From an optimization exercise on the open Yosys and OpenROAD flow, aimed at small area; shortcuts taken in it are not production practice.
Where RTL was checked, it was by simulation tests only, not by an equivalence proof against the original.

==> nickel <==
// Game520
module Game520(clk, rst, row, r_col, g_col, led,
	btn1_i, btn2_i, btn3_i, ready_i, start_i, btn6_i, btn7_i, btn8_i,
	DIG, Y, lcd_en, lcd_rw, lcd_rs, lcd_data, speaker);
==> module debounce, before the edit <==
module debounce (clk, rst, run, key, key_pulse);
	input clk, rst;
	input run;				 
	input key;				 
	output key_pulse;		 
	reg key_rst, nkey_rst_pre;		 
	reg nkey_sec, nkey_sec_pre;		 
	localparam [7:0] POL = 8'b00101110;
	reg [7:0] cnt_s;
	wire [7:0] cnt = cnt_s ^ POL;
	wire key_edge = ~nkey_rst_pre & ~key_rst;
	wire any04 = cnt[0] | cnt[4];
	wire any_other = cnt[1] | cnt[2] | cnt[3] | cnt[5] | cnt[6];
	wire fb = cnt[7] ^ (any04 | ~any_other);
	wire last = run & cnt[7] & ~(any04 | any_other);		 
	assign key_pulse = ~nkey_sec_pre & nkey_sec;
	always @(posedge clk or negedge rst)
	if (!rst)
		nkey_sec <= 1'b0;
	else if (last)
		nkey_sec <= ~key;
	always @(posedge clk)
	begin
		if (key_edge | ~run)
			cnt_s <= {7'd0, ~run} ^ POL;
		else
			cnt_s <= {cnt[6:0], fb} ^ POL;
		key_rst <= key;
		nkey_rst_pre <= ~(key_rst | ~run);
		nkey_sec_pre <= nkey_sec;
	end
endmodule
clock: 10.0 ns
lec_check: 0
cap_margin: 20
core_margin: 2
core_utilization: 65
place_density: 0.75
slew_margin: 20
standard.sh (not shown) runs the stock make flow with config.mk's settings and CLKGATE_MAP_FILE= SYNTH_SCRIPT=/design/flow/synth_recipe.tcl, a recipe that flattens the netlist after the stock synthesis.
==> flow/flow/run.sh <==
#!/bin/bash
# Layout flow: the standard synthesis, then the combinational logic
# between the registers is mapped again with a stronger ABC script (the
# registers, their names and cell types are kept as the standard synthesis
# made them), then the standard layout from floorplan to finish.
# Each tool's output goes to a log file of its own in this folder.
set -euo pipefail
work=$(pwd)
res=$work/orfs/results/$FLOW_PLATFORM/Game520/base
yosys_bin=$FLOW_HOME/../tools/install/yosys/bin/yosys
lib=$FLOW_HOME/platforms/$FLOW_PLATFORM/lib/sky130_fd_sc_hd__tt_025C_1v80.lib

# 1. standard synthesis
bash standard.sh "$res/1_2_yosys.v" > "$work/flow_1_synth.log" 2>&1
cp "$res/1_2_yosys.v" "$work/standard_1_2_yosys.v"

# 2. map the combinational logic again: ABC's deepsyn is randomised, so it
# runs with several seeds, four at a time (flow/abc.script, @SEED@), and the
# smallest netlist is kept
dontuse=$(grep -o -- "-dont_use [A-Za-z0-9_]*" "$work/orfs/logs/$FLOW_PLATFORM/Game520/base/1_2_yosys.log" | sort -u | tr '\n' ' ')
best=""
best_area=""
for seed in 1 2 3 4 5 6 7 8 9 10 11 12; do
  abc_script=$(tr -d '\n' < "$work/flow/abc.script" | sed -e "s/@SEED@/$seed/g" -e 's/[&#]/\\&/g')
  sed -e "s#@LIB@#$lib#g" -e "s#@NET@#$work/standard_1_2_yosys.v#g" \
      -e "s#@OUT@#$work/resynth_$seed.v#g" -e "s#@MID@#$work/resynth_mid_$seed.v#g" -e "s#@TOP@#$FLOW_TOP#g" \
      -e "s#@DONTUSE@#$dontuse#g" -e "s#@ABC@#$abc_script#g" \
      "$work/flow/resynth.ys" > "$work/resynth_$seed.ys"
  "$yosys_bin" -s "$work/resynth_$seed.ys" > "$work/flow_2_resynth_$seed.log" 2>&1 &
  if (( seed % 4 == 0 )); then wait; fi
done
wait
for seed in 1 2 3 4 5 6 7 8 9 10 11 12; do
  area=$(grep "Chip area" "$work/flow_2_resynth_$seed.log" | tail -1 | awk '{print $NF}')
  echo "seed $seed: $area" >> "$work/flow_2_resynth_pick.log"
  if [[ -n "$area" ]] && { [[ -z "$best_area" ]] || awk -v a="$area" -v b="$best_area" 'BEGIN { exit !(a < b) }'; }; then
    best=$seed
    best_area=$area
  fi
done
echo "kept seed $best" >> "$work/flow_2_resynth_pick.log"
test -n "$best"
cp "$work/resynth_$best.v" "$res/1_2_yosys.v"

# 3. standard layout on the new netlist, with the ports buffered by the
# smallest buffer and a clock tree of smaller buffers (flow/layout.args)
mapfile -t layout_args < <(grep -v '^#' "$work/flow/layout.args" | grep .)
bash standard.sh "${layout_args[@]}" finish > "$work/flow_3_layout.log" 2>&1
test -f "$work/out/final.def"
==> flow/flow/abc.script <==
strash;&get,-n;&deepsyn,-T,60,-S,@SEED@;&put;strash;dch;amap,-m,-F,20,-A,20,-C,1000
Other scripts of this flow, unchanged in this note and not shown: flow/flow/layout.args, flow/flow/resynth.ys
==> inputs of delta, as changes to nickel <==
--- a/flow/design.v
+++ b/flow/design.v
@@ -37,28 +37,31 @@
 	input key;				 
 	output key_pulse;		 
-	reg key_rst, nkey_rst_pre;		 
+	reg key_rst, key_rst_pre;
 	reg nkey_sec, nkey_sec_pre;		 
-	localparam [7:0] POL = 8'b00101110;
-	reg [7:0] cnt_s;
-	wire [7:0] cnt = cnt_s ^ POL;
-	wire key_edge = ~nkey_rst_pre & ~key_rst;
-	wire any04 = cnt[0] | cnt[4];
-	wire any_other = cnt[1] | cnt[2] | cnt[3] | cnt[5] | cnt[6];
-	wire fb = cnt[7] ^ (any04 | ~any_other);
-	wire last = run & cnt[7] & ~(any04 | any_other);		 
+	reg [7:0] cnt;
+	wire key_edge = key_rst_pre & ~key_rst;
+	wire low0 = ~|cnt[6:0];
+	wire fb = cnt[7] ^ cnt[5] ^ cnt[4] ^ cnt[3] ^ low0;	 
+	wire last = run & cnt[7] & low0;		 
 	assign key_pulse = ~nkey_sec_pre & nkey_sec;
 	always @(posedge clk or negedge rst)
 	if (!rst)
+	begin
+		key_rst <= 1'b1;
 		nkey_sec <= 1'b0;
-	else if (last)
-		nkey_sec <= ~key;
+	end
+	else
+	begin
+		key_rst <= key;
+		if (last)
+			nkey_sec <= ~key;
+	end
 	always @(posedge clk)
 	begin
 		if (key_edge | ~run)
-			cnt_s <= {7'd0, ~run} ^ POL;
+			cnt <= {7'd0, ~run};
 		else
-			cnt_s <= {cnt[6:0], fb} ^ POL;
-		key_rst <= key;
-		nkey_rst_pre <= ~(key_rst | ~run);
+			cnt <= {cnt[6:0], fb};
+		key_rst_pre <= key_rst;
 		nkey_sec_pre <= nkey_sec;
 	end
==> flow/flow/run.sh (replaced) <==
#!/bin/bash
# Layout flow: the standard synthesis, then the combinational logic
# between the registers is mapped again with a stronger ABC script (the
# registers, their names and cell types are kept as the standard synthesis
# made them), then the standard layout from floorplan to finish.
# Each tool's output goes to a log file of its own in this folder.
set -euo pipefail
work=$(pwd)
res=$work/orfs/results/$FLOW_PLATFORM/Game520/base
yosys_bin=$FLOW_HOME/../tools/install/yosys/bin/yosys
lib=$FLOW_HOME/platforms/$FLOW_PLATFORM/lib/sky130_fd_sc_hd__tt_025C_1v80.lib

# 1. standard synthesis
bash standard.sh "$res/1_2_yosys.v" > "$work/flow_1_synth.log" 2>&1
cp "$res/1_2_yosys.v" "$work/standard_1_2_yosys.v"

# 2. map the combinational logic again
dontuse=$(grep -o -- "-dont_use [A-Za-z0-9_]*" "$work/orfs/logs/$FLOW_PLATFORM/Game520/base/1_2_yosys.log" | sort -u | tr '\n' ' ')
abc_script=$(tr -d '\n' < "$work/flow/abc.script" | sed 's/[&#]/\\&/g')
sed -e "s#@LIB@#$lib#g" -e "s#@NET@#$work/standard_1_2_yosys.v#g" \
    -e "s#@OUT@#$res/1_2_yosys.v#g" -e "s#@MID@#$work/resynth_mid.v#g" -e "s#@TOP@#$FLOW_TOP#g" \
    -e "s#@DONTUSE@#$dontuse#g" -e "s#@ABC@#$abc_script#g" \
    "$work/flow/resynth.ys" > "$work/resynth.ys"
"$yosys_bin" -s "$work/resynth.ys" > "$work/flow_2_resynth.log" 2>&1

# 3. standard layout on the new netlist, with the ports buffered by the
# smallest buffer and a clock tree of smaller buffers (flow/layout.args)
mapfile -t layout_args < <(grep -v '^#' "$work/flow/layout.args" | grep .)
bash standard.sh "${layout_args[@]}" finish > "$work/flow_3_layout.log" 2>&1
test -f "$work/out/final.def"
==> flow/flow/abc.script (replaced) <==
strash;&get,-n;&deepsyn,-T,60;&put;strash;dch;map,-a;&get,-n;&dch;&nf,-R,1000;&put
==> inputs of raven, as changes to nickel <==
--- a/flow/design.v
+++ b/flow/design.v
@@ -37,28 +37,31 @@
 	input key;				 
 	output key_pulse;		 
-	reg key_rst, nkey_rst_pre;		 
+	reg key_rst, key_rst_pre;
 	reg nkey_sec, nkey_sec_pre;		 
-	localparam [7:0] POL = 8'b00101110;
-	reg [7:0] cnt_s;
-	wire [7:0] cnt = cnt_s ^ POL;
-	wire key_edge = ~nkey_rst_pre & ~key_rst;
-	wire any04 = cnt[0] | cnt[4];
-	wire any_other = cnt[1] | cnt[2] | cnt[3] | cnt[5] | cnt[6];
-	wire fb = cnt[7] ^ (any04 | ~any_other);
-	wire last = run & cnt[7] & ~(any04 | any_other);		 
+	reg [7:0] cnt;
+	wire key_edge = key_rst_pre & ~key_rst;
+	wire low0 = ~|cnt[6:0];
+	wire fb = cnt[7] ^ cnt[5] ^ cnt[4] ^ cnt[3] ^ low0;	 
+	wire last = run & cnt[7] & low0;		 
 	assign key_pulse = ~nkey_sec_pre & nkey_sec;
 	always @(posedge clk or negedge rst)
 	if (!rst)
+	begin
+		key_rst <= 1'b1;
 		nkey_sec <= 1'b0;
-	else if (last)
-		nkey_sec <= ~key;
+	end
+	else
+	begin
+		key_rst <= key;
+		if (last)
+			nkey_sec <= ~key;
+	end
 	always @(posedge clk)
 	begin
 		if (key_edge | ~run)
-			cnt_s <= {7'd0, ~run} ^ POL;
+			cnt <= {7'd0, ~run};
 		else
-			cnt_s <= {cnt[6:0], fb} ^ POL;
-		key_rst <= key;
-		nkey_rst_pre <= ~(key_rst | ~run);
+			cnt <= {cnt[6:0], fb};
+		key_rst_pre <= key_rst;
 		nkey_sec_pre <= nkey_sec;
 	end
--- a/flow/flow/run.sh
+++ b/flow/flow/run.sh
@@ -16,10 +16,10 @@
 
 # 2. map the combinational logic again: ABC's deepsyn is randomised, so it
-# runs with several seeds, four at a time (flow/abc.script, @SEED@), and the
+# runs with several seeds at once (flow/abc.script, @SEED@) and the
 # smallest netlist is kept
 dontuse=$(grep -o -- "-dont_use [A-Za-z0-9_]*" "$work/orfs/logs/$FLOW_PLATFORM/Game520/base/1_2_yosys.log" | sort -u | tr '\n' ' ')
 best=""
 best_area=""
-for seed in 1 2 3 4 5 6 7 8 9 10 11 12; do
+for seed in 1 2 3 4; do
   abc_script=$(tr -d '\n' < "$work/flow/abc.script" | sed -e "s/@SEED@/$seed/g" -e 's/[&#]/\\&/g')
   sed -e "s#@LIB@#$lib#g" -e "s#@NET@#$work/standard_1_2_yosys.v#g" \
@@ -28,8 +28,7 @@
       "$work/flow/resynth.ys" > "$work/resynth_$seed.ys"
   "$yosys_bin" -s "$work/resynth_$seed.ys" > "$work/flow_2_resynth_$seed.log" 2>&1 &
-  if (( seed % 4 == 0 )); then wait; fi
 done
 wait
-for seed in 1 2 3 4 5 6 7 8 9 10 11 12; do
+for seed in 1 2 3 4; do
   area=$(grep "Chip area" "$work/flow_2_resynth_$seed.log" | tail -1 | awk '{print $NF}')
   echo "seed $seed: $area" >> "$work/flow_2_resynth_pick.log"
==> run notes <==
Maximum net fanout on the critical path: delta 25; nickel 16; raven 12
Register fraction of the total cell area: delta 47.2%; nickel 49.2%; raven 48.4%
DRC marker count from the first detailed-route iteration: delta 659; nickel 744; raven 575
First-pass GRT wire length: delta 30.0 mm; nickel 30.5 mm; raven 27.2 mm
Critical Path Start: delta r1.rp[1]$_DFFE_PN0P_; nickel r1.rp[0]$_DFFE_PN0P_; raven r1.id[0]$_DFFE_PN0P_
Final Cycle Share: delta 71.9%; nickel 63.4%; raven 63.7%
Met3 Resource Use GR: delta 6.17%; nickel 5.89%; raven 6.27%
Largest voltage drop on the vdd net: delta 0.000135 V; nickel 0.000180 V; raven 0.000143 V
Final Non-Filler Cells: delta 1,127; nickel 1,102; raven 1,166
Layout overhead on the synthesized area: delta 8.26%; nickel 7.96%; raven 7.90%
Share of final layout cell area taken by non-clock buffers: delta 3.02%; nickel 2.91%; raven 2.92%
Width of the die: delta 115 um; nickel 113 um; raven 114 um
Via count of the first global-routing pass: delta 6,378; nickel 6,714; raven 6,066
Outcome: delta no timing/DRC/antenna violations; nickel no timing/DRC/antenna violations; raven no timing/DRC/antenna violations
Total via count in the routed design: delta 6,826; nickel 6,758; raven 6,670
Layout multi-input combinational cell count: delta 672; nickel 572; raven 597
Post-route setup slack: delta 2.81 ns; nickel 3.66 ns; raven 3.63 ns
Wire length on met1: delta 8.11 mm; nickel 7.44 mm; raven 7.42 mm
Sw Ratio: delta 22.4%; nickel 25.7%; raven 24.4%
Slew HR: delta 47.7%; nickel 36.7%; raven 28.1%
Minimum setup slack among reg-to-reg paths: delta 7.08 ns; nickel 6.27 ns; raven 6.57 ns
Post-detailed-placement half-perimeter wirelength: delta 12.7 mm; nickel 13.0 mm; raven 11.7 mm
Core area: delta 12,100 sq um; nickel 11,500 sq um; raven 11,900 sq um
Worst hold path startpoint: delta u5.nkey_sec$_DFFE_PN0P_; nickel u9.nkey_sec$_DFFE_PN0P_; raven u5.nkey_sec$_DFFE_PN0P_
Number of cells on the critical path: delta 23; nickel 15; raven 17
Fraction of layout instances using a drive strength above 1: delta 3.23%; nickel 2.09%; raven 2.85%
Only the layout flow was run in delta and raven; the RTL was not checked for function there.

[port drivers added, routing unchanged]
No port has a modelled driver above. Below, the same layouts with a new extraction and two added sets of constraints. Step 1 (the two cells are an assumption about what drives the block):
set clk [get_ports {clk}]
set_driving_cell -lib_cell sky130_fd_sc_hd__clkbuf_16 $clk
set_driving_cell -lib_cell sky130_fd_sc_hd__buf_2 [delete_from_list [all_inputs] $clk]
Step 2, shift: input delay + t, output delay - t, t = (earliest + latest rising clock arrival at the registers) / 2. This alone moves slack from input paths to output paths. a / b / c = no drivers / after step 1 / after step 2; a / b = the first two.
run	t, ns	slack for setup (ns)	worst setup path after step 2	slew at the worst register clock pin (ns)	pins driven straight from the clock port
nickel	0.485	3.658 / 3.621 / 4.106	register to output	0.09 / 0.09	1
delta	0.482	2.813 / 2.776 / 3.258	register to output	0.09 / 0.09	1
raven	0.475	3.632 / 3.596 / 4.070	register to output	0.09 / 0.09	1
After both steps setup and hold are still met in every run listed.
